From an optimization exercise on the open Yosys and OpenROAD flow, aimed at small area; shortcuts taken in it are not production practice.
The RTL was checked by simulation tests, not by an equivalence proof against the original design.
Power figures rest on the tool's default switching activity, not on a simulated workload.

==> flow/design.v <==
module swap_v_layout
#(
    parameter W = 6,
    parameter H = 6,
    parameter S = 1
)
(
    input   wire[(W*H*S - 1):0] src,
    output  wire[(W*H*S - 1):0] dst
);
genvar i;
generate
    for (i = 0; i < H; i = i + 1) 
    begin : loop
        assign dst[(W*S*(i + 1) - 1):(W*S*i)] = src[(W*S*(H - i) - 1):(W*S*(H - i - 1))];
    end
endgenerate
endmodule
module swap_h_layout
#(
    parameter W = 6,
    parameter H = 6,
    parameter S = 1
)
(
    input   wire[(W*H*S - 1):0] src,
    output  wire[(W*H*S - 1):0] dst
);
genvar i, j;
generate
    for (i = 0; i < H; i = i + 1)
    begin : row_loop
        localparam line = i * W * S;
        for (j = 0; j < W; j = j + 1)
        begin : block_loop
            assign dst[line + S * (j + 1) - 1 : line + (S * j)] = 
                   src[line + S * (W - j) - 1 : line + (S * (W - j - 1))];
        end
    end
endgenerate
endmodule
module rotate_l_layout
#(
    parameter W = 6,
    parameter H = 6,
    parameter S = 1
)
(
    input   wire[(W*H*S - 1):0] src,
    output  wire[(W*H*S - 1):0] dst
);
genvar i, j;
generate
    for (i = 0; i < H; i = i + 1)
    begin : row_loop
        for (j = 0; j < W; j = j + 1)
        begin : block_loop
            localparam ij = W - j - 1;
            assign dst[(ij * H + i + 1) * S - 1 : (ij * H + i) * S] = 
                   src[(i * W + j + 1) * S - 1 : (i * W + j) * S];
        end
    end
endgenerate
endmodule
module rotate_r_layout
#(
    parameter W = 6,
    parameter H = 6,
    parameter S = 1
)
(
    input   wire[(W*H*S - 1):0] src,
    output  wire[(W*H*S - 1):0] dst
);
genvar i, j;
generate
    for (i = 0; i < H; i = i + 1)
    begin : row_loop
        for (j = 0; j < W; j = j + 1)
        begin : block_loop
            localparam ii = H - i - 1;
            assign dst[(j * H + ii + 1) * S - 1 : (j * H + ii) * S] = 
                   src[(i * W + j + 1) * S - 1 : (i * W + j) * S];
        end
    end
endgenerate
endmodule
module wall_layout
(
    input wire[3:0] x,
    input wire[3:0] y,
    input wire left,
    input wire top,
    input wire right,
    input wire bottom,
    output wire value
);
localparam[4095:0] PATTERN = {
    256'b0000001001000000000000100100000000000010010000000000001001000000000000100100000000000100001000001111100000011111000000011000000000000001100000001111100000011111000001000010000000000010010000000000001001000000000000100100000000000010010000000000001001000000,
    256'b0000000000000000000000000000000000000000000000000000000000000000000000000000000000000000000000001111111111111111000000000000000000000000000000001111100000011111000001000010000000000010010000000000001001000000000000100100000000000010010000000000001001000000,
    256'b0000001001000000000000100100000000000010010000000000001001000000000000100100000000000010001000000000001000011111000000100000000000000010000000000000001000011111000000100010000000000010010000000000001001000000000000100100000000000010010000000000001001000000,
    256'b0000000000000000000000000000000000000000000000000000000000000000000000000000000000000000000000000000000000111111000000001100000000000001000000000000000100011111000000100010000000000010010000000000001001000000000000100100000000000010010000000000001001000000,
    256'b0000001001000000000000100100000000000010010000000000001001000000000000100100000000000100001000001111100000011111000000000000000000000000000000001111111111111111000000000000000000000000000000000000000000000000000000000000000000000000000000000000000000000000,
    256'b0000000000000000000000000000000000000000000000000000000000000000000000000000000000000000000000001111111111111111000000000000000000000000000000001111111111111111000000000000000000000000000000000000000000000000000000000000000000000000000000000000000000000000,
    256'b0000001001000000000000100100000000000010010000000000001001000000000000100100000000000010001000000000000100011111000000010000000000000000110000000000000000111111000000000000000000000000000000000000000000000000000000000000000000000000000000000000000000000000,
    256'b0000000000000000000000000000000000000000000000000000000000000000000000000000000000000000000000000000000111111111000000100000000000000010000000000000000111111111000000000000000000000000000000000000000000000000000000000000000000000000000000000000000000000000,
    256'b0000001001000000000000100100000000000010010000000000001001000000000000100100000000000100010000001111100001000000000000000100000000000000010000001111100001000000000001000100000000000010010000000000001001000000000000100100000000000010010000000000001001000000,
    256'b0000000000000000000000000000000000000000000000000000000000000000000000000000000000000000000000001111110000000000000000110000000000000000100000001111100010000000000001000100000000000010010000000000001001000000000000100100000000000010010000000000001001000000,
    256'b0000001001000000000000100100000000000010010000000000001001000000000000100100000000000010010000000000001001000000000000100100000000000010010000000000001001000000000000100100000000000010010000000000001001000000000000100100000000000010010000000000001001000000,
    256'b0000000000000000000000000000000000000000000000000000000000000000000000000000000000000000000000000000000110000000000000100100000000000010010000000000001001000000000000100100000000000010010000000000001001000000000000100100000000000010010000000000001001000000,
    256'b0000001001000000000000100100000000000010010000000000001001000000000000100100000000000100010000001111100010000000000000001000000000000011000000001111110000000000000000000000000000000000000000000000000000000000000000000000000000000000000000000000000000000000,
    256'b0000000000000000000000000000000000000000000000000000000000000000000000000000000000000000000000001111111110000000000000000100000000000000010000001111111110000000000000000000000000000000000000000000000000000000000000000000000000000000000000000000000000000000,
    256'b0000001001000000000000100100000000000010010000000000001001000000000000100100000000000010010000000000001001000000000000100100000000000010010000000000000110000000000000000000000000000000000000000000000000000000000000000000000000000000000000000000000000000000,
    256'b0000000000000000000000000000000000000000000000000000000000000000000000000000000000000000000000000000000000000000000000000000000000000000000000000000000000000000000000000000000000000000000000000000000000000000000000000000000000000000000000000000000000000000
};
assign value = PATTERN[{left, top, right, bottom, y, x}];
endmodule
module food_layout
(
    input wire[3:0] x,
    input wire[3:0] y,
    input wire[1:0] ftype,
    output wire[1:0] value
);
wire[31:0] pixels[3:0];
assign pixels[0] = {8'b00000000,
                    8'b00000000,
                    8'b00000000,
                    8'b00000000};
assign pixels[1] = {8'b00000000,
                    8'b00101000,
                    8'b00101000,
                    8'b00000000};
assign pixels[2] = {8'b00101000,
                    8'b10010110,
                    8'b10010110,
                    8'b00101000};
assign pixels[3] = {8'b10101010,
                    8'b10111110,
                    8'b10111110,
                    8'b10101010};
wire[4:0] index;
wire[1:0] sx;
assign sx = 4'd9 - x;
wire[1:0] sy;
assign sy = 4'd9 - y;
assign index = {sy, sx, 1'b0};
assign value = ((x > 5) & (x < 10) & (y > 5) & (y < 10)) ? {pixels[ftype][index + 1], pixels[ftype][index]} : 0;
endmodule
module delay
(
    input wire clk,
    input wire set,
    input wire rst,
    input wire[7:0] ms,
    output wire free
);
localparam ticks_per_ms = 100000 / 1000 + 1;
localparam counter_size = $clog2(255 * ticks_per_ms + 1);
reg[counter_size - 1:0] counter;
assign free = (counter == 0);
always @(posedge clk)
begin
    if(rst)
        counter <= 0;
    else if(set)
        counter <= ms[0] ? 255 * ticks_per_ms : 0;
    else if(counter > 0)
        counter <= counter - 1;
end
endmodule
module tft_spi
(
    input wire rst,
    input wire clk,
    input wire [7:0]data,
    input wire transmit,
    output reg tft_mosi,
    output wire tft_clk,
    output reg busy
);
reg [2:0] transmit_counter;
reg tft_cs;
assign tft_clk = ~tft_cs;
always @(posedge clk)
begin
    if (rst)
    begin
        transmit_counter <= 0;
        tft_mosi <= 1;
        busy <= 0;
        tft_cs <= 1;
    end
    else
    begin
        if (~busy)
        begin
            tft_mosi <= 1;
            tft_cs <= 1;
        end
        if (transmit && ~busy)
        begin
            transmit_counter <= 7;
            busy <= 1;
        end
        if (busy)
        begin
            tft_mosi <= data[transmit_counter];
            transmit_counter <= transmit_counter - 1;
            busy <= transmit_counter != 0;
            tft_cs <= 0;
        end
    end
end
endmodule
module tft_init
(
    input wire clk,
    input wire rst,
    input wire enable,
    input wire tft_busy,
    input wire tft_transmit,
    input wire[7:0] wait_ms,
    output wire ready,
    output wire[7:0] data,
    output wire dc,
    output wire send,
    output wire busy
);
localparam DC_COUNT = 46;
reg[9:0] entry;
always @(*)
begin
    case (index)
        0:  entry = {2'b10, 8'hff};
        1:  entry = {2'b00, 8'hc0};
        2:  entry = {2'b01, 8'h17};
        3:  entry = {2'b01, 8'h15};
        4:  entry = {2'b00, 8'hc1};
        5:  entry = {2'b01, 8'h41};
        6:  entry = {2'b00, 8'hc5};
        7:  entry = {2'b01, 8'h00};
        8:  entry = {2'b01, 8'h12};
        9:  entry = {2'b01, 8'h80};
        10: entry = {2'b00, 8'h36};
        11: entry = {2'b01, 8'h48};
        12: entry = {2'b00, 8'h3a};
        13: entry = {2'b01, 8'h66};
        14: entry = {2'b00, 8'hb0};
        15: entry = {2'b01, 8'h80};
        16: entry = {2'b00, 8'hb1};
        17: entry = {2'b01, 8'ha0};
        18: entry = {2'b00, 8'hb6};
        19: entry = {2'b01, 8'h02};
        20: entry = {2'b01, 8'h02};
        21: entry = {2'b00, 8'he9};
        22: entry = {2'b01, 8'h00};
        23: entry = {2'b00, 8'hf7};
        24: entry = {2'b01, 8'ha9};
        25: entry = {2'b01, 8'h51};
        26: entry = {2'b01, 8'h2c};
        27: entry = {2'b01, 8'h82};
        28: entry = {2'b00, 8'h11};
        29: entry = {2'b10, 8'hff};
        30: entry = {2'b00, 8'h29};
        31: entry = {2'b00, 8'h00};
        32: entry = {2'b00, 8'h34};
        33: entry = {2'b10, 8'hff};
        34: entry = {2'b00, 8'h2a};
        35: entry = {2'b01, 8'h00};
        36: entry = {2'b01, 8'h00};
        37: entry = {2'b01, 8'h01};
        38: entry = {2'b01, 8'h3f};
        39: entry = {2'b00, 8'h2b};
        40: entry = {2'b01, 8'h00};
        41: entry = {2'b01, 8'h00};
        42: entry = {2'b01, 8'h01};
        43: entry = {2'b01, 8'hdf};
        44: entry = {2'b00, 8'h2c};
        45: entry = {2'b10, 8'h00};
        default: entry = 10'bxxxxxxxxxx;
    endcase
end
reg[5:0] index;
reg set_wait_delay;
wire not_wait;
assign busy = (index < DC_COUNT) & enable;
delay wait_delay
(
    .clk(clk),
    .set(set_wait_delay),
    .rst(rst),
    .ms(wait_ms),
    .free(not_wait)
);
assign ready = busy & (~tft_busy) & (~tft_transmit) & not_wait & (~set_wait_delay);
wire wait_bit_is_up = entry[9];
assign data = entry[7:0];
assign dc = entry[8];
assign send = ~wait_bit_is_up;
always @(posedge clk)
begin
    if(rst)
        index <= 0;
    else if(ready)
        index <= index + 1;
end
always @(posedge clk)
begin
    if(rst)
        set_wait_delay <= 0;
    else
        set_wait_delay <= ready & wait_bit_is_up;
end
endmodule
module scene_exhibitor
(
    input wire clk,
    input wire rst,
    input wire tft_busy,
    input wire tft_transmit,
    input wire enable,
    input wire left,
    input wire top,
    input wire right,
    input wire bottom,
    input wire[1:0] ftype,
    output reg[8:0] x_index,
    output reg[8:0] y_index,
    output wire cell_next,       
    output wire cell_back,       
    output wire scene_end,       
    output wire ready,
    output reg[7:0] data,
    output wire busy
);
localparam HEIGHT = 480;
reg[1:0] color_index;
wire[8:0] x_shifted;
wire[8:0] y_shifted;
assign x_shifted = x_index + 9'd16;
assign y_shifted = y_index + 9'd16;
wire[11:0] gradient_index;
assign gradient_index = ({1'h0, x_index} << 1) + x_index + ({1'h0, y_index} << 1);  
wire[7:0] wall_color;
assign wall_color = color_index == 0 ? 8'h78 - gradient_index[11:4] :
                        color_index == 1 ? gradient_index[11:4] : 8'ha5;
assign busy = (y_index < HEIGHT) & enable;
reg[7:0] food_color;
always @(*)
begin
    case ({color_index, food_value})
        {2'd0, 2'd1}: food_color = 8'hff;
        {2'd1, 2'd1}: food_color = 8'ha5;
        {2'd0, 2'd2}: food_color = 8'hff;
        {2'd1, 2'd2}: food_color = 8'hc0;
        {2'd2, 2'd2}: food_color = 8'hcb;
        {2'd0, 2'd3}: food_color = 8'hff;
        default: food_color = 8'h00;
    endcase
end
wire wall_value;
wall_layout w_layout
(
    .x(x_shifted[4:1]),
    .y(y_shifted[4:1]),
    .left(left),
    .top(top),
    .right(right),
    .bottom(bottom),
    .value(wall_value)
);
wire[1:0] food_value;
food_layout f_layout
(
    .x(x_index[4:1]),
    .y(y_index[4:1]),
    .ftype(ftype),
    .value(food_value)
);
always @(*)
begin
    if(food_value != 0)
        data = food_color;
    else if(wall_value)
        data = wall_color;
    else
        data = 0;  
end
wire exceeded_x_index;
assign exceeded_x_index = (x_index == 320);
assign ready = busy & (~tft_busy) & (~tft_transmit) & (~exceeded_x_index);
assign cell_next = ready & (color_index == 2) & (x_index[4:0] == 5'd31);
assign cell_back = exceeded_x_index & (y_index[4:0] != 5'd31);
assign scene_end = exceeded_x_index & (y_index == 9'd479);
always @(posedge clk)
begin
    if(rst)
        color_index <= 0;
    else if(ready)
        color_index <= color_index == 2 ? 2'd0 : color_index + 2'd1;
end
always @(posedge clk)
begin
    if(rst)
        x_index <= 0;
    else if(exceeded_x_index)
        x_index <= 0;
    else if(ready)
        x_index <= x_index + (color_index == 2 ? 9'd1 : 9'd0);
end
always @(posedge clk)
begin
    if(rst)
        y_index <= 0;
    else
        y_index <= y_index + exceeded_x_index;
end
endmodule
module player
#(
    parameter size = 22
)
(
    input wire rst,
    input wire clk,
    input wire enable,
    input wire tft_busy,
    input wire tft_transmit,
    output reg tft_dc,
    output reg[7:0] tft_data,
    output wire send,
    output reg busy,
    input wire[8:0] pos_x,           
    input wire[8:0] pos_y,
    input wire[2:0] move,            
    input wire[1:0] direction
);
    function [21:0] sprite_row;
        input [1:0] anim;
        input [4:0] r;
        begin
            case ({anim, r})
                {2'd0, 5'd0}: sprite_row = 22'b0000000111111110000000;
                {2'd0, 5'd1}: sprite_row = 22'b0000011111111111100000;
                {2'd0, 5'd2}: sprite_row = 22'b0000111111111111110000;
                {2'd0, 5'd3}: sprite_row = 22'b0001111111111111111000;
                {2'd0, 5'd4}: sprite_row = 22'b0011111111111111111100;
                {2'd0, 5'd5}: sprite_row = 22'b0111111111111101111110;
                {2'd0, 5'd6}: sprite_row = 22'b0111111111111111111110;
                {2'd0, 5'd7}: sprite_row = 22'b1111111111111111111111;
                {2'd0, 5'd8}: sprite_row = 22'b1111111111111111111111;
                {2'd0, 5'd9}: sprite_row = 22'b1111111111111111111111;
                {2'd0, 5'd10}: sprite_row = 22'b1111111111111111111111;
                {2'd0, 5'd11}: sprite_row = 22'b1111111111111111111111;
                {2'd0, 5'd12}: sprite_row = 22'b1111111111111111111111;
                {2'd0, 5'd13}: sprite_row = 22'b1111111111111111111111;
                {2'd0, 5'd14}: sprite_row = 22'b1111111111111111111111;
                {2'd0, 5'd15}: sprite_row = 22'b0111111111111111111110;
                {2'd0, 5'd16}: sprite_row = 22'b0111111111111111111110;
                {2'd0, 5'd17}: sprite_row = 22'b0011111111111111111100;
                {2'd0, 5'd18}: sprite_row = 22'b0001111111111111111000;
                {2'd0, 5'd19}: sprite_row = 22'b0000111111111111110000;
                {2'd0, 5'd20}: sprite_row = 22'b0000011111111111100000;
                {2'd0, 5'd21}: sprite_row = 22'b0000000111111110000000;
                {2'd1, 5'd0}: sprite_row = 22'b0000000000000000000000;
                {2'd1, 5'd1}: sprite_row = 22'b0000010000000000100000;
                {2'd1, 5'd2}: sprite_row = 22'b0000111000000001110000;
                {2'd1, 5'd3}: sprite_row = 22'b0001111000000001111000;
                {2'd1, 5'd4}: sprite_row = 22'b0011111100000011111100;
                {2'd1, 5'd5}: sprite_row = 22'b0111111100000011111110;
                {2'd1, 5'd6}: sprite_row = 22'b0111111110000111111110;
                {2'd1, 5'd7}: sprite_row = 22'b1111111110000111011111;
                {2'd1, 5'd8}: sprite_row = 22'b1111111111001111111111;
                {2'd1, 5'd9}: sprite_row = 22'b1111111111001111111111;
                {2'd1, 5'd10}: sprite_row = 22'b1111111111111111111111;
                {2'd1, 5'd11}: sprite_row = 22'b1111111111111111111111;
                {2'd1, 5'd12}: sprite_row = 22'b1111111111111111111111;
                {2'd1, 5'd13}: sprite_row = 22'b1111111111111111111111;
                {2'd1, 5'd14}: sprite_row = 22'b1111111111111111111111;
                {2'd1, 5'd15}: sprite_row = 22'b0111111111111111111110;
                {2'd1, 5'd16}: sprite_row = 22'b0111111111111111111110;
                {2'd1, 5'd17}: sprite_row = 22'b0011111111111111111100;
                {2'd1, 5'd18}: sprite_row = 22'b0001111111111111111000;
                {2'd1, 5'd19}: sprite_row = 22'b0000111111111111110000;
                {2'd1, 5'd20}: sprite_row = 22'b0000011111111111100000;
                {2'd1, 5'd21}: sprite_row = 22'b0000000111111110000000;
                {2'd2, 5'd0}: sprite_row = 22'b0000000000000000000000;
                {2'd2, 5'd1}: sprite_row = 22'b0000000000000000000000;
                {2'd2, 5'd2}: sprite_row = 22'b0000000000000000000000;
                {2'd2, 5'd3}: sprite_row = 22'b0000000000000000000000;
                {2'd2, 5'd4}: sprite_row = 22'b0011000000000000001100;
                {2'd2, 5'd5}: sprite_row = 22'b0111100000000000011110;
                {2'd2, 5'd6}: sprite_row = 22'b0111110000000000111110;
                {2'd2, 5'd7}: sprite_row = 22'b1111111000000001111111;
                {2'd2, 5'd8}: sprite_row = 22'b1111111100000011111111;
                {2'd2, 5'd9}: sprite_row = 22'b1111111110000111111111;
                {2'd2, 5'd10}: sprite_row = 22'b1111111111001111110111;
                {2'd2, 5'd11}: sprite_row = 22'b1111111111111111111111;
                {2'd2, 5'd12}: sprite_row = 22'b1111111111111111111111;
                {2'd2, 5'd13}: sprite_row = 22'b1111111111111111111111;
                {2'd2, 5'd14}: sprite_row = 22'b1111111111111111111111;
                {2'd2, 5'd15}: sprite_row = 22'b0111111111111111111110;
                {2'd2, 5'd16}: sprite_row = 22'b0111111111111111111110;
                {2'd2, 5'd17}: sprite_row = 22'b0011111111111111111100;
                {2'd2, 5'd18}: sprite_row = 22'b0001111111111111111000;
                {2'd2, 5'd19}: sprite_row = 22'b0000111111111111110000;
                {2'd2, 5'd20}: sprite_row = 22'b0000011111111111100000;
                {2'd2, 5'd21}: sprite_row = 22'b0000000111111110000000;
                default: sprite_row = 22'b0;
            endcase
        end
    endfunction
reg[4:0] pixel_counter_x, pixel_counter_y;
reg[3:0] selection_counter;
reg[1:0] sub_pixel_counter;
reg[2:0] move_last;      
reg[2:0] move_prev;      
reg drawing_background;
reg[11:0] animation_step;
wire[1:0] anim = (animation_step[11:10] == 2'd3) ? 2'd1 : animation_step[11:10];
reg[4:0] rot_r, rot_c;
always @(*)
begin
    case (direction)
        2'd3: begin rot_r = pixel_counter_y;       rot_c = pixel_counter_x;       end
        2'd0: begin rot_r = 5'd21 - pixel_counter_x; rot_c = pixel_counter_y;     end
        2'd1: begin rot_r = 5'd21 - pixel_counter_y; rot_c = 5'd21 - pixel_counter_x; end
        default: begin rot_r = pixel_counter_x;    rot_c = 5'd21 - pixel_counter_y; end
    endcase
end
wire[21:0] srow = sprite_row(anim, rot_r);
wire sprite_bit = srow[5'd21 - rot_c];
wire at_end = (pixel_counter_x == 0) & (pixel_counter_y == size);
wire in_sprite = (pixel_counter_x != size) & (pixel_counter_y != size);
wire step = ~tft_busy & ~tft_transmit;
wire y_axis = (selection_counter > 5);
wire is_max = y_axis ? (selection_counter > 8) : (selection_counter > 3);
wire[8:0] base = y_axis ? pos_y : pos_x;
wire last_inc = move_last[2] & (move_last[1:0] == (y_axis ? 2'd1 : 2'd0));
wire last_dec = move_last[2] & (move_last[1:0] == (y_axis ? 2'd3 : 2'd2));
wire prev_inc = drawing_background & move_prev[2] & (move_prev[1:0] == (y_axis ? 2'd1 : 2'd0));
wire prev_dec = drawing_background & move_prev[2] & (move_prev[1:0] == (y_axis ? 2'd3 : 2'd2));
reg[8:0] offset;
always @(*)
begin
    if (prev_inc)
        offset = 9'd4;                           
    else if (prev_dec)
        offset = is_max ? 9'd27 : 9'd28;         
    else
        offset = is_max ? 9'd26 : 9'd5;          
end
wire[8:0] corner = base + offset - {8'd0, last_inc} + {8'd0, last_dec};
wire send_command = (selection_counter > 0) & (selection_counter < 12);
wire send_pixel = (selection_counter == 12) & in_sprite;
assign send = ~rst & enable & busy & step & (send_command | send_pixel);
always @(*)
begin
    if (send_command)
    begin
        case(selection_counter)
            1:  {tft_dc, tft_data} = {1'b0, 8'h2a};
            6:  {tft_dc, tft_data} = {1'b0, 8'h2b};
            11: {tft_dc, tft_data} = {1'b0, 8'h2c};
            2, 4, 7, 9: {tft_dc, tft_data} = {1'b1, 7'b0, corner[8]};
            default: {tft_dc, tft_data} = {1'b1, corner[7:0]};
        endcase
    end
    else
        {tft_dc, tft_data} = {1'b1, (~drawing_background & sprite_bit & (sub_pixel_counter != 2)) ? 8'hff : 8'h00};
end
always @(posedge clk)
begin
    if (rst)
    begin
        move_last <= 0;
        move_prev <= 0;
    end
    else if (enable & !busy)
    begin
        move_last <= move;
        move_prev <= move_last;
    end
end
always @(posedge clk)
begin
    if (rst)
    begin
        drawing_background <= 0;
        animation_step <= 0;
    end
    else if (enable)
    begin
        if (!busy)
        begin
            animation_step <= animation_step + 1;
            drawing_background <= move_last[2];
        end
        else if (step & selection_counter == 12 & at_end)
        begin
            drawing_background <= ~drawing_background;
        end
    end
end
always @(posedge clk)
begin
    if (rst)
    begin
        pixel_counter_x <= 0;
        pixel_counter_y <= 0;
        sub_pixel_counter <= 0;
    end
    else if (enable)
    begin
        if (!busy)
        begin
            pixel_counter_x <= 0;
            pixel_counter_y <= 0;
        end
        else if (step)
        begin
            if (selection_counter == 12 & in_sprite)
            begin
                sub_pixel_counter <= sub_pixel_counter == 2 ? 2'd0 : sub_pixel_counter + 2'd1;
                if (sub_pixel_counter == 2)
                begin
                    pixel_counter_x <= pixel_counter_x == size - 1 ? 5'd0 : pixel_counter_x + 5'd1;
                    pixel_counter_y <= pixel_counter_x == size - 1 ? pixel_counter_y + 5'd1 : pixel_counter_y;
                end
            end
            else if (at_end & drawing_background)
            begin
                pixel_counter_x <= 0;
                pixel_counter_y <= 0;
            end
        end
    end
end
always @(posedge clk)
begin
    if (rst)
        busy <= 0;
    else if (enable)
    begin
        if (!busy)
            busy <= 1;
        else if (step & selection_counter == 12 & at_end & ~drawing_background)
            busy <= 0;
    end
end
always @(posedge clk)
begin
    if (rst)
        selection_counter <= 0;
    else if (enable)
    begin
        if (!busy)
            selection_counter <= 1;
        else if (step)
        begin
            if (selection_counter > 0 & selection_counter < 12)
                selection_counter <= selection_counter + 1;
            else if (at_end & drawing_background)
                selection_counter <= 1;
        end
    end
end
endmodule
module segment_display
(
    input wire[31:0] number,
    output wire[6:0] disp
);
assign disp =
        number ==  0 ? 7'b1000000 :
        number ==  1 ? 7'b1111001 :
        number ==  2 ? 7'b0100100 :
        number ==  3 ? 7'b0110000 :
        number ==  4 ? 7'b0011001 :
        number ==  5 ? 7'b0010010 :
        number ==  6 ? 7'b0000010 :
        number ==  7 ? 7'b1111000 :
        number ==  8 ? 7'b0000000 :
        number ==  9 ? 7'b0010000 :
        number == 10 ? 7'b0001000 :
        number == 11 ? 7'b0000011 :
        number == 12 ? 7'b1000110 :
        number == 13 ? 7'b0100001 :
        number == 14 ? 7'b0000110 :
        number == 15 ? 7'b0001110 : 7'b1000000;
endmodule
module Maze
(
    input clk,                       
    input true_rst,                  
    input wire button_1,             
    input wire button_2,             
    input wire button_3,             
    input wire button_4,             
    input wire[7:0] seed,
    output wire tft_clk,             
    output wire tft_mosi,            
    output wire tft_dc,              
    output wire tft_rst,             
    output wire tft_cs,              
    output wire[6:0] hex_disp_1,     
    output wire[6:0] hex_disp_2,     
    output wire[6:0] hex_disp_3,     
    output wire[6:0] hex_disp_4      
);
    function [7:0] rnd_p1;
        input [7:0] v;
        begin
            rnd_p1[0] = v[0] ^ v[1];
            rnd_p1[1] = v[1] ^ v[2];
            rnd_p1[2] = v[2] ^ v[3];
            rnd_p1[3] = v[0] ^ v[1] ^ v[3] ^ v[4];
            rnd_p1[4] = v[0] ^ v[1] ^ v[2] ^ v[4] ^ v[5];
            rnd_p1[5] = v[0] ^ v[1] ^ v[2] ^ v[3] ^ v[5] ^ v[6];
            rnd_p1[6] = v[1] ^ v[2] ^ v[3] ^ v[4] ^ v[6] ^ v[7];
            rnd_p1[7] = v[0] ^ v[2] ^ v[4] ^ v[5] ^ v[7];
        end
    endfunction
    function [7:0] rnd_m1;
        input [7:0] v;
        begin
            rnd_m1[0] = v[0] ^ v[1] ^ v[5] ^ v[6] ^ v[7];
            rnd_m1[1] = v[1] ^ v[5] ^ v[6] ^ v[7];
            rnd_m1[2] = v[5] ^ v[6] ^ v[7];
            rnd_m1[3] = v[2] ^ v[5] ^ v[6] ^ v[7];
            rnd_m1[4] = v[0] ^ v[2] ^ v[3] ^ v[5] ^ v[6] ^ v[7];
            rnd_m1[5] = v[2] ^ v[3] ^ v[4];
            rnd_m1[6] = v[0] ^ v[3] ^ v[4] ^ v[5];
            rnd_m1[7] = v[1] ^ v[4] ^ v[5] ^ v[6];
        end
    endfunction
    function [7:0] rnd_p10;
        input [7:0] v;
        begin
            rnd_p10[0] = v[0] ^ v[4] ^ v[6] ^ v[7];
            rnd_p10[1] = v[1] ^ v[2] ^ v[3] ^ v[7];
            rnd_p10[2] = v[1] ^ v[3] ^ v[5];
            rnd_p10[3] = v[3] ^ v[4] ^ v[6];
            rnd_p10[4] = v[0] ^ v[2] ^ v[4] ^ v[5] ^ v[6] ^ v[7];
            rnd_p10[5] = v[2] ^ v[3] ^ v[4] ^ v[5] ^ v[7];
            rnd_p10[6] = v[0] ^ v[1] ^ v[3] ^ v[5] ^ v[6];
            rnd_p10[7] = v[0] ^ v[2] ^ v[3] ^ v[6] ^ v[7];
        end
    endfunction
    function [7:0] rnd_m10;
        input [7:0] v;
        begin
            rnd_m10[0] = v[1] ^ v[3] ^ v[5] ^ v[6];
            rnd_m10[1] = v[1] ^ v[2] ^ v[6] ^ v[7];
            rnd_m10[2] = v[0] ^ v[1] ^ v[2] ^ v[5] ^ v[7];
            rnd_m10[3] = v[2] ^ v[4] ^ v[5] ^ v[6];
            rnd_m10[4] = v[1] ^ v[4] ^ v[6];
            rnd_m10[5] = v[1] ^ v[2] ^ v[4] ^ v[5] ^ v[7];
            rnd_m10[6] = v[1] ^ v[2] ^ v[3] ^ v[5];
            rnd_m10[7] = v[0] ^ v[1] ^ v[2] ^ v[4];
        end
    endfunction
    function [7:0] rnd_p105;
        input [7:0] v;
        begin
            rnd_p105[0] = v[0] ^ v[1] ^ v[2] ^ v[3] ^ v[5] ^ v[6] ^ v[7];
            rnd_p105[1] = v[0] ^ v[3] ^ v[4] ^ v[5] ^ v[6] ^ v[7];
            rnd_p105[2] = v[1] ^ v[4] ^ v[6] ^ v[7];
            rnd_p105[3] = v[3] ^ v[7];
            rnd_p105[4] = v[4] ^ v[5];
            rnd_p105[5] = v[2] ^ v[3] ^ v[5] ^ v[7];
            rnd_p105[6] = v[0] ^ v[2] ^ v[3] ^ v[5];
            rnd_p105[7] = v[0] ^ v[2] ^ v[6] ^ v[7];
        end
    endfunction
localparam DIR_UP = 0;
localparam DIR_RIGHT = 1;
localparam DIR_DOWN = 2;
localparam DIR_LEFT = 3;
wire rst;
reg soft_rst;
assign rst = ~(true_rst & soft_rst);
assign tft_rst = ~rst;
assign tft_cs = 0;
reg init_enable, scene_enable, player_enable;
reg[7:0] random_seed;
reg[7:0] rnd;
wire[7:0] seed_value = random_seed ? random_seed : 8'd1;
always @(posedge clk)
begin
    if (rst)
        rnd <= seed_value;
    else
        rnd <= rnd_p1(rnd);
end
always @(posedge clk)
begin
    if (~true_rst)
        random_seed <= seed;
    else if (rst)
        random_seed <= random_seed + 1;
end
reg[7:0] g;                  
wire filling_stage = (g < 165);
wire expansion_stage;
always @(posedge clk)
begin
    if (rst)
        g <= 0;
    else if (filling_stage | expansion_stage)
        g <= g + 1;
end
reg[2:0] crux1, crux2, crux3;
always @(posedge clk)
begin
    if (g == 151) crux1 <= rnd[2:0];
    if (g == 152) crux2 <= rnd[2:0];
    if (g == 153) crux3 <= rnd[2:0];
end
wire expansion_done = (g == 180);
reg[8:0] player_pos_x, player_pos_y;     
wire[3:0] px = player_pos_x[8:5];
wire[3:0] py = player_pos_y[8:5];
wire[8:0] scene_x, scene_y;
wire[8:0] sxs = scene_x + 9'd16;
wire[8:0] sys = scene_y + 9'd16;
wire[3:0] bx = scene_enable ? sxs[8:5] : px;
wire[3:0] by = scene_enable ? sys[8:5] : py;
wire[14:0] BXg;
wire[19:0] BYg;
genvar i, j;
generate
    for (i = 0; i < 15; i = i + 1)
    begin : bx_dec
        if (i >= 2 && i <= 12)
            assign BXg[i] = (bx == i - 2);
        else
            assign BXg[i] = 1'b0;
    end
    for (i = 0; i < 20; i = i + 1)
    begin : by_dec
        if (i >= 2 && i <= 17)
            assign BYg[i] = (by == i - 2);
        else
            assign BYg[i] = 1'b0;
    end
endgenerate
reg[139:0] hw;       
reg[134:0] vw;       
wire[15:0] Hm, H0, Hp;
wire[10:0] Vm, V0, Vp;
generate
    for (i = 0; i < 16; i = i + 1)
    begin : h_first
        if (i == 0 || i == 15)
        begin : border
            assign Hm[i] = 1'b1;
            assign H0[i] = 1'b1;
            assign Hp[i] = 1'b1;
        end
        else
        begin : inner
            wire[9:0] row = hw[(i - 1) * 10 +: 10];
            assign Hm[i] = |(row & BXg[12:3]);
            assign H0[i] = |(row & BXg[11:2]);
            assign Hp[i] = |(row & BXg[10:1]);
        end
    end
    for (i = 0; i < 11; i = i + 1)
    begin : v_first
        if (i == 0 || i == 10)
        begin : border
            assign Vm[i] = 1'b1;
            assign V0[i] = 1'b1;
            assign Vp[i] = 1'b1;
        end
        else
        begin : inner
            wire[14:0] col;
            for (j = 0; j < 15; j = j + 1)
            begin : bits
                assign col[j] = vw[j * 9 + i - 1];
            end
            assign Vm[i] = |(col & BYg[17:3]);
            assign V0[i] = |(col & BYg[16:2]);
            assign Vp[i] = |(col & BYg[15:1]);
        end
    end
endgenerate
wire h_0_m1 = |(H0 & BYg[18:3]);     
wire h_0_0  = |(H0 & BYg[17:2]);     
wire h_0_p1 = |(H0 & BYg[16:1]);     
wire h_0_p2 = |(H0 & BYg[15:0]);     
wire h_m_0  = |(Hm & BYg[17:2]);     
wire h_m_p1 = |(Hm & BYg[16:1]);     
wire h_p_0  = |(Hp & BYg[17:2]);     
wire h_p_p1 = |(Hp & BYg[16:1]);     
wire v_0_m1 = |(V0 & BXg[13:3]);     
wire v_0_0  = |(V0 & BXg[12:2]);     
wire v_0_p1 = |(V0 & BXg[11:1]);     
wire v_0_p2 = |(V0 & BXg[10:0]);     
wire v_m_0  = |(Vm & BXg[12:2]);     
wire v_m_p1 = |(Vm & BXg[11:1]);     
wire v_p_0  = |(Vp & BXg[12:2]);     
wire v_p_p1 = |(Vp & BXg[11:1]);     
reg[149:0] flags;    
wire[9:0] Frow;      
wire[14:0] Fcol;     
generate
    for (i = 0; i < 10; i = i + 1)
    begin : f_row
        wire[14:0] col;
        for (j = 0; j < 15; j = j + 1)
        begin : bits
            assign col[j] = flags[j * 10 + i];
        end
        assign Frow[i] = |(col & BYg[16:2]);
    end
    for (i = 0; i < 15; i = i + 1)
    begin : f_col
        assign Fcol[i] = |(flags[i * 10 +: 10] & BXg[11:2]);
    end
endgenerate
wire f_self  = |(Frow & BXg[11:2]);
wire f_left  = |(Frow & BXg[12:3]);
wire f_right = |(Frow & BXg[10:1]);
wire f_up    = |(Fcol & BYg[17:3]);
wire f_down  = |(Fcol & BYg[15:1]);
wire[3:0] valid_directions;
assign valid_directions[DIR_UP]    = (py > 0)  & h_0_m1 & h_0_0 & v_m_0 & v_m_p1;
assign valid_directions[DIR_RIGHT] = (px < 9)  & v_0_p1 & v_0_p2 & h_p_0 & h_p_p1;
assign valid_directions[DIR_DOWN]  = (py < 14) & h_0_p1 & h_0_p2 & v_p_0 & v_p_p1;
assign valid_directions[DIR_LEFT]  = (px > 0)  & v_0_m1 & v_0_0 & h_m_0 & h_m_p1;
wire have_valid_direction = |valid_directions;
wire[1:0] r0 = rnd[1:0];
wire[1:0] direction_gen = valid_directions[r0] ? r0 :
                          valid_directions[r0 + 2'd1] ? r0 + 2'd1 :
                          valid_directions[r0 + 2'd2] ? r0 + 2'd2 : r0 + 2'd3;
wire gen_active = ~filling_stage & ~expansion_done;
wire walking_stage = gen_active & (have_valid_direction | (px != 0) | (py != 0));
assign expansion_stage = gen_active & ~walking_stage;
wire maze_gen_busy = filling_stage | gen_active;
wire push = walking_stage & have_valid_direction;
wire pop = walking_stage & ~have_valid_direction;
wire back_up    = ~h_0_0 & f_up;
wire back_right = ~v_0_p1 & f_right;
wire back_down  = ~h_0_p1 & f_down;
wire[3:0] e = rnd[3:0];
wire[3:0] rnd_9    = (e < 9)  ? e : (e - 4'd9);
wire[3:0] rnd_10   = (e < 10) ? e : (e - 4'd10);
wire[3:0] rnd_1_14 = (e < 14) ? (e + 4'd1) : (e - 4'd13);
wire[3:0] rnd_15   = (e < 15) ? e : 4'd0;
wire push_up    = push & (direction_gen == DIR_UP);
wire push_down  = push & (direction_gen == DIR_DOWN);
wire push_right = push & (direction_gen == DIR_RIGHT);
wire push_left  = push & (direction_gen == DIR_LEFT);
wire push_h = push_up | push_down;
wire push_v = push_right | push_left;
wire[15:0] h_row_en;
wire[9:0] h_col_en;
wire[14:0] v_row_en;
wire[10:0] v_col_en;
generate
    for (i = 1; i < 15; i = i + 1)
    begin : h_row
        assign h_row_en[i] = (push_up & BYg[i + 2]) | (push_down & BYg[i + 1]) | (expansion_stage & (rnd_1_14 == i));
    end
    for (i = 0; i < 10; i = i + 1)
    begin : h_col
        assign h_col_en[i] = (push_h & BXg[i + 2]) | (expansion_stage & (rnd_10 == i));
    end
    for (i = 0; i < 15; i = i + 1)
    begin : v_row
        assign v_row_en[i] = (push_v & BYg[i + 2]) | (expansion_stage & (rnd_15 == i));
    end
    for (i = 1; i < 10; i = i + 1)
    begin : v_col
        assign v_col_en[i] = (push_left & BXg[i + 2]) | (push_right & BXg[i + 1]) | (expansion_stage & (rnd_9 + 4'd1 == i));
    end
endgenerate
assign h_row_en[0] = 1'b0;
assign h_row_en[15] = 1'b0;
assign v_col_en[0] = 1'b0;
assign v_col_en[10] = 1'b0;
generate
    for (i = 0; i < 140; i = i + 1)
    begin : h_loop
        wire clr = h_row_en[i / 10 + 1] & h_col_en[i % 10];
        if (i == 0)
        begin : special
            always @(posedge clk)
                if (g == 10)
                    hw[i] <= 1'b1;
                else if (clr)
                    hw[i] <= 1'b0;
        end
        else
        begin : normal
            always @(posedge clk)
                if (rst)
                    hw[i] <= 1'b1;
                else if (clr)
                    hw[i] <= 1'b0;
        end
    end
    for (i = 0; i < 135; i = i + 1)
    begin : v_loop
        wire clr = v_row_en[i / 9] & v_col_en[i % 9 + 1];
        if (i == 0)
        begin : special
            always @(posedge clk)
                if (g == 1)
                    vw[i] <= 1'b1;
                else if (clr)
                    vw[i] <= 1'b0;
        end
        else
        begin : normal
            always @(posedge clk)
                if (rst)
                    vw[i] <= 1'b1;
                else if (clr)
                    vw[i] <= 1'b0;
        end
    end
endgenerate
wire first_cell_step;
reg[1:0] direction;
reg button_1_reg, button_2_reg, button_3_reg, button_4_reg;
reg setting_direction;
reg path_free;
reg player_counter;
reg[16:0] sub_seconds_counter;
reg[15:0] seconds_counter;
reg[13:0] score;
reg[13:0] final_score;
wire player_busy;
assign first_cell_step = setting_direction & (player_pos_x[4:0] == 0) & (player_pos_y[4:0] == 0);
wire direction_1_free = player_enable ? ~v_0_p1 : ~vw[0];
wire direction_2_free = player_enable ? ~h_0_p1 : ~hw[0];
wire direction_3_free = player_enable & ~v_0_0;
wire direction_4_free = player_enable & ~h_0_0;
wire[1:0] direction_wire = button_1_reg & direction_1_free ? 2'd0 :
                           button_2_reg & direction_2_free ? 2'd1 :
                           button_3_reg & direction_3_free ? 2'd2 :
                           button_4_reg & direction_4_free ? 2'd3 : direction;
wire play_step = player_enable & ~player_busy;
wire eat = play_step & first_cell_step & ~f_self;
wire flag_we = gen_active | eat;
wire flag_wd = gen_active ? have_valid_direction : 1'b1;
generate
    for (i = 0; i < 150; i = i + 1)
    begin : flag_loop
        wire sel = flag_we & BYg[i / 10 + 2] & BXg[i % 10 + 2];
        always @(posedge clk)
            if (sel)
                flags[i] <= flag_wd;
    end
endgenerate
reg[7:0] food_rnd;       
wire scene_cell_next, scene_cell_back, scene_end;
wire[3:0] fx = scene_enable ? scene_x[8:5] : px;
wire[3:0] fy = scene_enable ? scene_y[8:5] : py;
wire[3:0] crux1_x = ((crux1 < 5) ? {1'b0, crux1} : {1'b0, crux1} - 4'd5) + 4'd5;
wire[3:0] crux1_y =  (crux1 < 7) ? {1'b0, crux1} : 4'd0;
wire[3:0] crux2_x =  (crux2 < 5) ? {1'b0, crux2} : {1'b0, crux2} - 4'd5;
wire[3:0] crux2_y = ((crux2 < 7) ? {1'b0, crux2} : 4'd0) + 4'd8;
wire[3:0] crux3_x = ((crux3 < 5) ? {1'b0, crux3} : {1'b0, crux3} - 4'd5) + 4'd5;
wire[3:0] crux3_y = ((crux3 < 7) ? {1'b0, crux3} : 4'd0) + 4'd8;
wire is_crux = ((fx == crux1_x) & (fy == crux1_y)) |
               ((fx == crux2_x) & (fy == crux2_y)) |
               ((fx == crux3_x) & (fy == crux3_y));
wire is_rare = food_rnd < 21;
wire[1:0] food_type = is_crux ? 2'd3 : (is_rare ? 2'd2 : 2'd1);
wire move = play_step & ~first_cell_step & (player_counter == 0) & path_free;
wire move_x_inc = move & (direction == 0) & (player_pos_x[8:5] < 9);
wire move_y_inc = move & (direction == 1) & (player_pos_y[8:5] < 14);
wire move_x_dec = move & (direction == 2) & (player_pos_x > 0);
wire move_y_dec = move & (direction == 3) & (player_pos_y > 0);
wire[2:0] player_move = {move_x_inc | move_y_inc | move_x_dec | move_y_dec, direction};
always @(posedge clk)
begin
    if (rst)
        food_rnd <= seed_value;
    else if (scene_cell_next)
        food_rnd <= rnd_p1(food_rnd);
    else if (scene_end)
        food_rnd <= rnd_p105(food_rnd);
    else if (scene_cell_back)
        food_rnd <= rnd_m10(food_rnd);
    else if (move)
    begin
        case (direction)
            0: if (player_pos_x[8:5] < 9 && player_pos_x[4:0] == 31) food_rnd <= rnd_p1(food_rnd);
            1: if (player_pos_y[8:5] < 14 && player_pos_y[4:0] == 31) food_rnd <= rnd_p10(food_rnd);
            2: if (player_pos_x > 0 && player_pos_x[4:0] == 0) food_rnd <= rnd_m1(food_rnd);
            3: if (player_pos_y > 0 && player_pos_y[4:0] == 0) food_rnd <= rnd_m10(food_rnd);
        endcase
    end
end
wire spi_busy;
reg tx;              
reg[7:0] tx_data;
reg tx_dc;
wire init_ready, init_dc, init_send, init_busy;
wire[7:0] init_data;
wire scene_ready, scene_busy;
wire[7:0] scene_data;
wire player_send, player_dc;
wire[7:0] player_data;
always @(posedge clk)
begin
    if (rst)
        tx <= 0;
    else
        tx <= (init_ready & init_send) | scene_ready | player_send;
end
always @(posedge clk)
begin
    if (init_ready)
        {tx_dc, tx_data} <= {init_dc, init_data};
    else if (scene_ready)
        {tx_dc, tx_data} <= {1'b1, scene_data};
    else if (player_send)
        {tx_dc, tx_data} <= {player_dc, player_data};
end
assign tft_dc = tx_dc;
tft_spi spi_transmitter
(
    .rst(rst),
    .clk(clk),
    .data(tx_data),
    .transmit(tx),
    .tft_mosi(tft_mosi),
    .tft_clk(tft_clk),
    .busy(spi_busy)
);
tft_init tft_initializer
(
    .clk(clk),
    .rst(rst),
    .enable(init_enable),
    .tft_busy(spi_busy),
    .tft_transmit(tx),
    .wait_ms(tx_data),
    .ready(init_ready),
    .data(init_data),
    .dc(init_dc),
    .send(init_send),
    .busy(init_busy)
);
scene_exhibitor scene
(
    .clk(clk),
    .rst(rst),
    .tft_busy(spi_busy),
    .tft_transmit(tx),
    .enable(scene_enable),
    .left(sxs[8:5] == 0 ? 1'b0 : h_m_0),
    .top(sys[8:5] == 0 ? 1'b0 : v_m_0),
    .right(sxs[8:5] == 10 ? 1'b0 : h_0_0),
    .bottom(sys[8:5] == 15 ? 1'b0 : v_0_0),
    .ftype(food_type),
    .x_index(scene_x),
    .y_index(scene_y),
    .cell_next(scene_cell_next),
    .cell_back(scene_cell_back),
    .scene_end(scene_end),
    .ready(scene_ready),
    .data(scene_data),
    .busy(scene_busy)
);
player player
(
    .clk(clk),
    .rst(rst),
    .tft_busy(spi_busy),
    .tft_transmit(tx),
    .busy(player_busy),
    .tft_dc(player_dc),
    .tft_data(player_data),
    .send(player_send),
    .enable(player_enable),
    .pos_x(player_pos_x),
    .pos_y(player_pos_y),
    .move(player_move),
    .direction(direction)
);
segment_display display_1(.number(final_score[3:0]), .disp(hex_disp_1));
segment_display display_2(.number(final_score[7:4]), .disp(hex_disp_2));
segment_display display_3(.number(final_score[11:8]), .disp(hex_disp_3));
segment_display display_4(.number({2'b00, final_score[13:12]}), .disp(hex_disp_4));
always @(posedge clk)
begin
    button_1_reg <= ~button_1;
    button_2_reg <= ~button_2;
    button_3_reg <= ~button_3;
    button_4_reg <= ~button_4;
end
always @(posedge clk)
begin
    if (rst)
        soft_rst <= 1;
    else if (player_enable & (&flags))
        soft_rst <= 0;
end
always @(posedge clk)
begin
    if (rst)
        final_score <= 0;
    else
        final_score <= ({2'b00, score} < seconds_counter) ? 14'd0 : score - seconds_counter[13:0];
end
always @(posedge clk)
begin
    if (rst)
    begin
        init_enable <= 0;
        scene_enable <= 0;
        player_enable <= 0;
    end
    else
    begin
        if (~maze_gen_busy & ~init_enable & ~scene_enable & ~player_enable)
            init_enable <= 1;
        if (init_enable & ~init_busy)
        begin
            init_enable <= 0;
            scene_enable <= 1;
        end
        if (scene_enable & ~scene_busy)
        begin
            scene_enable <= 0;
            player_enable <= 1;
        end
    end
end
always @(posedge clk)
begin
    if (rst)
        setting_direction <= 1;
    else if (play_step)
    begin
        if (first_cell_step)
            setting_direction <= 0;
        else if (player_counter == 0)
            setting_direction <= 1;
    end
end
always @(posedge clk)
begin
    if (rst)
        direction <= 2;
    else if (first_cell_step)
        direction <= direction_wire;
end
always @(posedge clk)
begin
    if (rst)
        path_free <= 0;
    else if (first_cell_step)
        path_free <= ((direction_wire == 0) & direction_1_free) |
                     ((direction_wire == 1) & direction_2_free) |
                     ((direction_wire == 2) & direction_3_free) |
                     ((direction_wire == 3) & direction_4_free);
end
always @(posedge clk)
begin
    if (rst)
        score <= 150;
    else if (eat)
    begin
        case (food_type)
            2'd1: score <= score + 4;
            2'd2: score <= score + 16;
            default: score <= score + 64;
        endcase
    end
end
always @(posedge clk)
begin
    if (rst)
    begin
        player_pos_x <= 0;
        player_pos_y <= 0;
        player_counter <= 0;
    end
    else if (push)
    begin
        case (direction_gen)
            DIR_UP:    player_pos_y[8:5] <= py - 1;
            DIR_RIGHT: player_pos_x[8:5] <= px + 1;
            DIR_DOWN:  player_pos_y[8:5] <= py + 1;
            default:   player_pos_x[8:5] <= px - 1;
        endcase
    end
    else if (pop)
    begin
        if (back_up)
            player_pos_y[8:5] <= py - 1;
        else if (back_right)
            player_pos_x[8:5] <= px + 1;
        else if (back_down)
            player_pos_y[8:5] <= py + 1;
        else
            player_pos_x[8:5] <= px - 1;
    end
    else if (play_step & ~first_cell_step)
    begin
        player_counter <= ~player_counter;
        if (player_counter == 0)
        begin
            if (path_free)
            begin
                case (direction)
                    0: player_pos_x <= player_pos_x[8:5] < 9 ? player_pos_x + 1 : player_pos_x;
                    1: player_pos_y <= player_pos_y[8:5] < 14 ? player_pos_y + 1 : player_pos_y;
                    2: player_pos_x <= player_pos_x > 0 ? player_pos_x - 1 : player_pos_x;
                    3: player_pos_y <= player_pos_y > 0 ? player_pos_y - 1 : player_pos_y;
                endcase
            end
        end
    end
end
always @(posedge clk)
begin
    if (rst)
    begin
        sub_seconds_counter <= 100000 - 1;
        seconds_counter <= 0;
    end
    begin
        if (player_enable)
        begin
            sub_seconds_counter <= sub_seconds_counter == 0 ? 100000 - 1 : sub_seconds_counter - 1;
            seconds_counter <= sub_seconds_counter == 0 ? seconds_counter + 1 : seconds_counter;
        end
    end
end
endmodule
==> flow/flow/run.sh <==
#!/bin/bash
# Layout flow: the standard synthesis, its combinational logic mapped again
# with an area-oriented ABC script (registers untouched), then the standard flow's
# standard floorplan-to-finish steps.  Each tool's output goes to its own log.
set -euo pipefail
W=$(pwd)
ORFS_WORK=$(grep -o 'WORK_HOME=[^ ]*' standard.sh | head -1 | cut -d= -f2- | tr -d "'")
R=$ORFS_WORK/results/$FLOW_PLATFORM/Maze/base
YOSYS=$FLOW_HOME/../tools/install/yosys/bin/yosys
[ -x "$YOSYS" ] || YOSYS=yosys
LIB=$FLOW_HOME/platforms/$FLOW_PLATFORM/lib/sky130_fd_sc_hd__tt_025C_1v80.lib

# 1. standard synthesis (stops at the synthesized netlist)
bash standard.sh "$R/1_2_yosys.v" > "$W/synth_standard.log" 2>&1
cp "$R/1_2_yosys.v" "$W/netlist_standard.v"

# 2. remap the combinational logic
SEQ=$(awk '/^[ \t]*cell[ \t]*\(/ { gsub(/[()" \t{]/, "", $0); sub(/^cell/, "", $0); name=$0 }
           /^[ \t]*(ff|latch|statetable)[ \t]*\(/ { if (name != "") { print name; name="" } }' "$LIB" | sort -u | tr '\n' ' ')
sed -e "s|@LIB@|$LIB|g" -e "s|@SEQ@|$SEQ|" -e "s|@IN@|$W/netlist_standard.v|" \
    -e "s|@OUT@|$W/netlist_remapped.v|" -e "s|@SCRIPT@|$W/flow/area.abc|" -e "s|@TOP@|$FLOW_TOP|" \
    "$W/flow/remap.ys" > "$W/remap.ys"
"$YOSYS" -l "$W/remap.log" -q -s "$W/remap.ys" > /dev/null 2>&1
# keep the standard netlist if the remap lost any register
n_std=$(grep -c '_DFF\|sky130_fd_sc_hd__[a-z]*df[a-z]*_[0-9]' "$W/netlist_standard.v" || true)
n_new=$(grep -c '_DFF\|sky130_fd_sc_hd__[a-z]*df[a-z]*_[0-9]' "$W/netlist_remapped.v" || true)
if [ "$n_std" = "$n_new" ] && [ "$n_new" -gt 0 ]; then
  cp "$W/netlist_remapped.v" "$R/1_2_yosys.v"
  touch "$R/1_2_yosys.v"
fi

# 3. standard floorplan, placement, clock tree, routing and finish
bash standard.sh finish > "$W/layout_standard.log" 2>&1
==> flow/flow/area.abc <==
strash
&get -n
&deepsyn -T 480
&put
strash
&get -n
&st
&dch
&nf -a
&put
strash
&get -n
&st
&syn2
&dch
&nf -a
&put
==> flow/flow/remap.ys <==
# Maps the standard synthesis's combinational logic again; registers (and their
# names and cell types) are kept as they are.
read_liberty -ignore_miss_func @LIB@
blackbox @SEQ@
read_verilog @IN@
hierarchy -top @TOP@
flatten
opt_clean -purge
techmap
opt -fast
abc -script @SCRIPT@ -liberty @LIB@ -dont_use sky130_fd_sc_hd__probe_p_8 -dont_use sky130_fd_sc_hd__probec_p_8 -dont_use sky130_fd_sc_hd__lpflow_*
opt_clean -purge
splitnets
opt_clean -purge
hilomap -singleton -hicell sky130_fd_sc_hd__conb_1 HI -locell sky130_fd_sc_hd__conb_1 LO
insbuf -buf sky130_fd_sc_hd__buf_4 A X
check
stat -liberty @LIB@
write_verilog -noattr -nohex -nodec @OUT@
==> flow/standard.sh <==
#!/bin/bash
# synth_recipe.tcl (not shown) runs the flow's synth.tcl, then flattens the netlist and writes it again
# the make line also repeats each setting of config.mk as NAME=value (left out here)
make -C /OpenROAD-flow-scripts/flow DESIGN_CONFIG=/design/flow/config.mk WORK_HOME=/design/flow/orfs CLKGATE_MAP_FILE= SYNTH_SCRIPT=/design/flow/synth_recipe.tcl "${@:-finish}"
==> flow/config.mk <==
export PLATFORM = sky130hd
export DESIGN_NAME = Maze
export DESIGN_NICKNAME = Maze
export VERILOG_FILES = /design/flow/design.v
export SDC_FILE = /design/flow/constraint.sdc
export NUM_CORES = 4
export LEC_CHECK = 0
export CAP_MARGIN = 20
export CORE_MARGIN = 2
export CORE_UTILIZATION = 60
export CTS_CLUSTER_DIAMETER = 100
export CTS_CLUSTER_SIZE = 20
export PLACE_DENSITY = 0.75
export SLEW_MARGIN = 20
==> flow/constraint.sdc <==
create_clock -name core_clock -period 12.0 [get_ports {clk}]
set_input_delay 2.4000 -clock core_clock [delete_from_list [all_inputs] [get_ports {clk}]]
set_output_delay 2.4000 -clock core_clock [all_outputs]
set_load 0.01 [all_outputs]
==> notes.md, run 1 <==
Psw 1.186 mW; number of routed nets with antenna violations 0; Fin. Hold Viols 0; Overflow after GRT 0; met3 usage 15.46%; Post-Syn Area 37370 um^2; Flop pwr share 54.9%; via count 41.79k; initial antenna violation count 3; Fin Clk Skew 0.03424 ns; clk slew on worst S/H paths 0.11 ns; Worst Slack Setup Final approximately 3.3 ns; Max Cap Viol 0; Skew-Pair Late Insertion Delay 0.63 ns; pin count of the biggest net entering global routing 81; Layout Utilization 67.20%; Post-CTS Resized 0; row cnt ~90; Syn Inst Count about 4.5k; CTS Buffer Depth 3; DRC violations left 0; drt pass-1 iters 12; Most Used Layer, Global Route met2; Die Y roughly 250 um; combinational share of power around 12%; WL/cell 28.56 um; class of the worst hold path register to register; Fillers roughly 5.3k; final setup fails 0; vias in the first global route roughly 38k; Avg Cell Area, Syn roughly 8.3 um^2; HPWL after DPL between 100000 and 150000 um; Pint about 3.2 mW; met1 Resource Use GR 60.49%; Regs by FF count flags (150), hw (140), vw (135); Setup TNS 0 ns; Die ar. between 60000 and 70000 um^2; io pins 47; Arr. time, crit path 9.23 ns; flip-flop count of the largest register after layout 150; status complete, no violations; CP endpoint kind register; fin area 41390 um^2; Die Width 253.6 um; Placed Area around 40000 um^2; Placer Congestion about 1.1; max-slew violations 0; non-filler cells, final 5580; Sw Share 27.12%; RSZ-0062 raised after global routing false; ratio of cells with drive above 1 in the final layout 5.147%; warnings from Yosys 11; All-Layer GR Usage between 40% and 50%; TritonCTS clock tree yes; pwr/cell area roughly 110 nW/um^2; via/cell ratio between 7 and 8; WP data required 12.55 ns; NumNets Final 4732; Starting Density 60.68%; fin crit period roughly 8.7 ns; Num CTS Buffers 39; CP Buf/Inv Count 5; root buffer selected by CTS clkbuf_16; worst vdd ir roughly 130 uV; IO Port Bufs 44; CP Cell Sequence buf_4 > clkinv_1 > o21ai_4 > buf_4 > buf_4 > nand3_1 > a32o_1 > nor3_1 > o221ai_1 > nor4bb_1 > and2_0 > nor4_1 > or4_1 > o311ai_1 > buf_4 > nand2b_1 > nor2_1 > nor3_1 > o21ai_0 > nand2_1; CP startpoint kind register; # hold bufs at CTS 0; met2 usage a little under 70%; clock power share 32.9%; placed insts 5513; worst rel slew slack 15.11%; Final Routed Wirelength 159400 um; slowest CP cell nor3_1; Post-Place Setup Slack 3.884 ns; initial detailed-routing violation count about 8k; htree depth 2; crit-path most repeated cell buf_4; CTS Sinks 660; largest register by flop count flags; CP top delay family simple AND/OR/NAND/NOR gates; post-CTS setup buffers 0; Slew @ Worst Pin 1.273 ns; Tcrit/Tclk final 72.33%; Leakage Power about 14 nW; total power 4.373 mW; Fmax achieved 0.1152 GHz; WS Path Type register to register; maximum fanout along the worst path between 50 and 60; Worst Hold Slack 0.4705 ns; area delta synth->final 10.75%; first-pass GRT wire length 235600 um; Largest stage delay, worst path just under 0.9 ns; Core Region 61600 um^2
==> placed cells by master (no fill, tap or decap), types with 38 or more instances in the layout <==
cell type / instances
nand2_1: 636
nor2_1: 534
o21ai_0: 491
dfxtp_1: 442
a21oi_1: 263
edfxtp_1: 217
nand3_1: 168
a22oi_1: 140
buf_4: 134
nor3_1: 125
nand4_1: 99
xnor2_1: 97
xor2_1: 82
a222oi_1: 77
o22ai_1: 67
a22o_1: 66
clkinv_1: 66
and3_1: 62
a31oi_1: 54
nand2b_1: 51
nor4_1: 50
a221oi_1: 50
and2_0: 44
clkdlybuf4s50_1: 44
clkbuf_16: 41
a211oi_1: 38
==> final cells by class <==
cell class | count | area (um^2) | area share (%)
inverters | 67 | 251.5 | 0.6076
diodes | 2 | 5.005 | 0.01209
clock buffers | 62 | 1105 | 2.669
multi-input cells | 3771 | 22120 | 53.43
well taps | 837 | 1047 | 2.530
repair buffers | 179 | 1458 | 3.522
flip-flops and latches | 660 | 15390 | 37.17
clock inverters | 2 | 25.02 | 0.06046
==> power groups by stage <==
stage / clock, mW / combinational, mW / sequential [mW]
2_1_floorplan: 0 / 0.387 / 2.43
3_3_place_gp: 0 / 0.517 / 2.45
3_5_place_dp: 0 / 0.518 / 2.45
4_1_cts: 1.43 / 0.522 / 2.40
5_1_grt: 1.50 / 0.578 / 2.40
6_report: 1.44 / 0.536 / 2.40
==> routing by layer <==
metal | vias to the layer above | wire length [um]
met5 | - | 27
met1 | 19150 | 55760
met3 | 1102 | 24350
met4 | 4 | 14930
met2 | 3652 | 64310
li1 | 17886 | -
==> worst paths after layout <==
kind                startpoint      to  slack (ns)  depth (start not counted)
setup / recovery  scene_enable  hw[87]        3.32                         20
setup reg to reg  scene_enable  hw[87]        3.32                         20
hold / removal          vw[56]  vw[56]        0.47                          2
hold reg to reg         vw[56]  vw[56]        0.47                          2
==> worst register-to-register path, cell delays in order (launching register included) <==
cell	delay [ns]
dfxtp_2	0.33
buf_4	0.55
clkinv_1	0.85
o21ai_4	0.42
buf_4	0.44
buf_4	0.50
nand3_1	0.21
a32o_1	0.30
nor3_1	0.63
o221ai_1	0.20
nor4bb_1	0.55
and2_0	0.56
nor4_1	0.24
or4_1	0.56
o311ai_1	0.11
buf_4	0.25
nand2b_1	0.63
nor2_1	0.09
nor3_1	0.88
o21ai_0	0.21
nand2_1	0.12
==> run 2: changes to the inputs <==
==> flow/run.sh (new file) <==
#!/bin/bash
# synth_recipe.tcl (not shown) runs the flow's synth.tcl, then flattens the netlist and writes it again
# the make line also repeats each setting of config.mk as NAME=value (left out here)
make -C /OpenROAD-flow-scripts/flow DESIGN_CONFIG=/design/flow/config.mk WORK_HOME=/design/flow/orfs CLKGATE_MAP_FILE= SYNTH_SCRIPT=/design/flow/synth_recipe.tcl finish
--- a/flow/config.mk
+++ b/flow/config.mk
@@ -8,7 +8,7 @@
 export CAP_MARGIN = 20
 export CORE_MARGIN = 2
-export CORE_UTILIZATION = 60
+export CORE_UTILIZATION = 40
 export CTS_CLUSTER_DIAMETER = 100
 export CTS_CLUSTER_SIZE = 20
-export PLACE_DENSITY = 0.75
+export PLACE_DENSITY = 0.6
 export SLEW_MARGIN = 20
removed: flow/flow/run.sh
removed: flow/flow/area.abc
removed: flow/flow/remap.ys
removed: flow/standard.sh
==> notes.md, run 2 <==
Fin. Hold Viols 0; Die ar. 117200 um^2; CP Cell Sequence clkinv_1 > ha_1 > buf_4 > nand2b_1 > nor2_1 > a21oi_1 > nor3_2 > a221o_1 > a21o_1 > a222oi_1 > o2111ai_1 > nor4_2 > nor3_2 > or2_2 > a41oi_1 > a21o_1 > and3_1 > a221o_1 > nand2b_1 > a21o_1; Die Y 342.3 um; #FFs+latches synth 660; status complete, no violations; area delta synth->final 6.502%; Flop pwr share between 50% and 60%; total power between 4 and 5 mW; Largest stage delay, worst path 0.92 ns; Arr. time, crit path 9.57 ns; Starting Density 40.20%; number of routed nets with antenna violations 0; worst rel slew slack 20.38%; first-pass GRT wire length 271300 um; Slew @ Worst Pin around 1.2 ns; WP data required 12.57 ns; most frequent cell after synthesis nand2_1; max-slew violations 0; slowest CP cell a21oi_1; worst vdd ir 93.46 uV; RSZ-0062 raised after global routing false; # hold bufs at CTS 0; Yosys top cell area share 19.37%; Fmax achieved 0.1112 GHz; Overflow after GRT 0; Final Routed Wirelength 183100 um; class of the worst hold path register to register; Avg Cell Area, Syn 8.102 um^2; WS Path Type register to register; combinational share of power 14.4%; Post-Syn Area 45780 um^2; Core Region roughly 110000 um^2; NumNets Final 5593; Regs by FF count flags (150), hw (140), vw (135); ratio of cells with drive above 1 in the final layout 6.900%; initial antenna violation count 2; Pint 3.290 mW; initial detailed-routing violation count 6634; RR Endpoint vw[20]; Main synth FF type dfxtp_1; WL/cell 26.18 um; HPWL after DPL around 130000 um; drt pass-1 iters 10; post-CTS setup buffers 0; CP endpoint kind register; CP startpoint kind register; vias in the first global route 42.13k; Placer Congestion 1.031; final setup fails 0; io pins 47; clk slew on worst S/H paths 0.10 ns; pwr/cell area 94.59 nW/um^2; via/cell ratio between 6 and 7; Fillers between 10k and 15k; part of the Yosys area used for sequential elements 33.61%; CP Buf/Inv Count 2; EDFF count, synth between 200 and 250; Die Width 342.3 um; commonest non-fill, non-tap cell in the layout nand2_1; min-delay src player.move_prev[2]; CP top delay family compound AO/OA/AOI/OAI gates; Num CTS Buffers 42; Post-synth ARST share 0%; CTS Sinks 660; Tcrit/Tclk final 74.94%; Netlist cell types 120; Syn Inst Count between 5k and 6k; via count 46.16k; root buffer selected by CTS clkbuf_16; pin count of the biggest net entering global routing 88; TritonCTS clock tree yes; area of the multi-input gates 28030 um^2; commonest non-fill, non-tap cells in the layout nand2_1, nor2_1, dfxtp_1; CTS Buffer Depth 3; worst r2r src scene.x_index[4]; IO Port Bufs 44; largest register by flop count flags; flip-flop count of the largest register after layout 150; Psw 1.321 mW; FF/Latch Area 15390 um^2; reg-to-reg slack, setup 3.01 ns; DRC violations left 0; crit-path most repeated cell a21o_1; Worst Hold Endpoint player.move_prev[2]; maximum fanout along the worst path 24; fin crit period between 8 and 9 ns; Skew-Pair Late Insertion Delay 0.68 ns; Hold Crit Depth 2; Sw Share 28.66%; clock power share about a third; R2R cell count 20; All-Layer GR Usage 29.90%; Leakage Power approximately 17 nW; Max Cap Viol 0; Setup TNS 0 ns; Synth top cells by count nand2_1, nor2_1, dfxtp_1; top post-synthesis cells by area dfxtp_1, edfxtp_1, nand2_1, nor2_1, a21oi_1; Fin Clk Skew 0.04559 ns; Post-CTS Resized 0; row cnt about 120; Synth area leader dfxtp_1; htree depth 2; warnings from Yosys 11
[run 2: through the flow]
step	cells	util (%)	hold WS, ns	cell area (um^2)	worst slack [ns]
after floorplan	5651	-	0.4366	45780	5.887
after global placement	6915	41.61	0.4481	47390	3.148
after detailed placement	6916	41.62	0.4575	47400	2.889
after CTS	6988	42.77	0.4716	48710	2.868
after global routing	6990	42.80	0.4824	48740	2.579
final	6994	42.81	0.4708	48750	3.007
[run 2: worst max-delay path by stage]
stage / start / end / cells past startpoint
final: scene.x_index[4] / vw[20] / 20
after global routing: scene.x_index[4] / vw[20] / 20
after CTS: scene.x_index[4] / vw[31] / 21
after detailed placement: scene.x_index[4] / vw[31] / 21
after global placement: scene.x_index[4] / vw[29] / 21
after floorplan: true_rst / tft_rst / 6
[run 2: cells by family (layout without fill, tap and decap cells)]
group           Yosys count  in the layout  share of synthesized area (%)
xor+xnor                250            250                          5.054
other cells               1              6                       0.008192
buf+inv                 573            400                          5.590
flops                   660            660                          33.61
mux                     200            200                          4.622
compound gates         1784           1784                          26.60
fa+ha+maj               129            129                          3.674
simple gates           2053           2053                          20.84
[run 2: area by class of cell]
class,instances,area share (%)
Multi-Input combinational cell,4418,57.50
Sequential cell,660,31.57
Tap cell,1512,3.880
Timing Repair Buffer,193,3.300
Clock buffer,61,2.410
Inverter,135,1.052
Clock inverter,11,0.2695
Antenna cell,4,0.02053
[run 2: worst reg2reg max path, cell delays in order, from the launching register on]
cell       delay [ns]
dfxtp_1          0.91
clkinv_1         0.49
ha_1             0.41
buf_4            0.28
nand2b_1         0.40
nor2_1           0.32
a21oi_1          0.92
nor3_2           0.34
a221o_1          0.37
a21o_1           0.27
a222oi_1         0.32
o2111ai_1        0.21
nor4_2           0.46
nor3_2           0.22
or2_2            0.35
a41oi_1          0.18
a21o_1           0.80
and3_1           0.66
a221o_1          0.65
nand2b_1         0.14
a21o_1           0.20
[run 2: metal layers]
| metal | routed length [um] | share of wire, % | vias up | GRT usage, % |
|---|---|---|---|---|
| li1 | - | - | 20529 | - |
| met1 | 72800 | 40 | 21917 | 39.30 |
| met2 | 77220 | 42 | 2972 | 44.95 |
| met3 | 20840 | 11 | 739 | 7.163 |
| met4 | 12240 | 6.7 | 4 | 16.65 |
| met5 | 24 | 0.013 | - | 0 |
[run 2: power groups by stage]
stage / combinational [mW] / clock [mW] / sequential (mW)
final: 0.662 / 1.58 / 2.37
after global routing: 0.717 / 1.68 / 2.37
after CTS: 0.646 / 1.60 / 2.37
after detailed placement: 0.641 / 0 / 2.42
after global placement: 0.641 / 0 / 2.42
after floorplan: 0.497 / 0 / 2.40

==> separate check: timing with driven ports <==
The flow's constraints put no driver on any port. The routed layouts listed below were extracted and timed again, unchanged, in two steps. Step 1, drivers: a clkbuf_16 drives clk and a buf_2 each remaining input, both assumed. Step 2 moves the port delays by t, midway between the first and last clock arrival at a register: inputs arrive t later, outputs are due t later. That takes back most of the time a late clock gives input paths. a / b / c = no drivers / after step 1 / after step 2; a / b = the first two.
| run | t, ns | setup slack, ns | worst register clock-pin slew, ns | worst slew at a driven data input, ns | cell pins on the clock port's net |
|---|---|---|---|---|---|
| run 1 | 0.676 | 3.321 / 3.321 / 3.321 | 0.11 / 0.11 | 0.04 | 1 |
| run 2 | 0.726 | 3.007 / 3.007 / 3.007 | 0.10 / 0.10 | 0.04 | 1 |
After both steps every run listed still meets setup and hold.
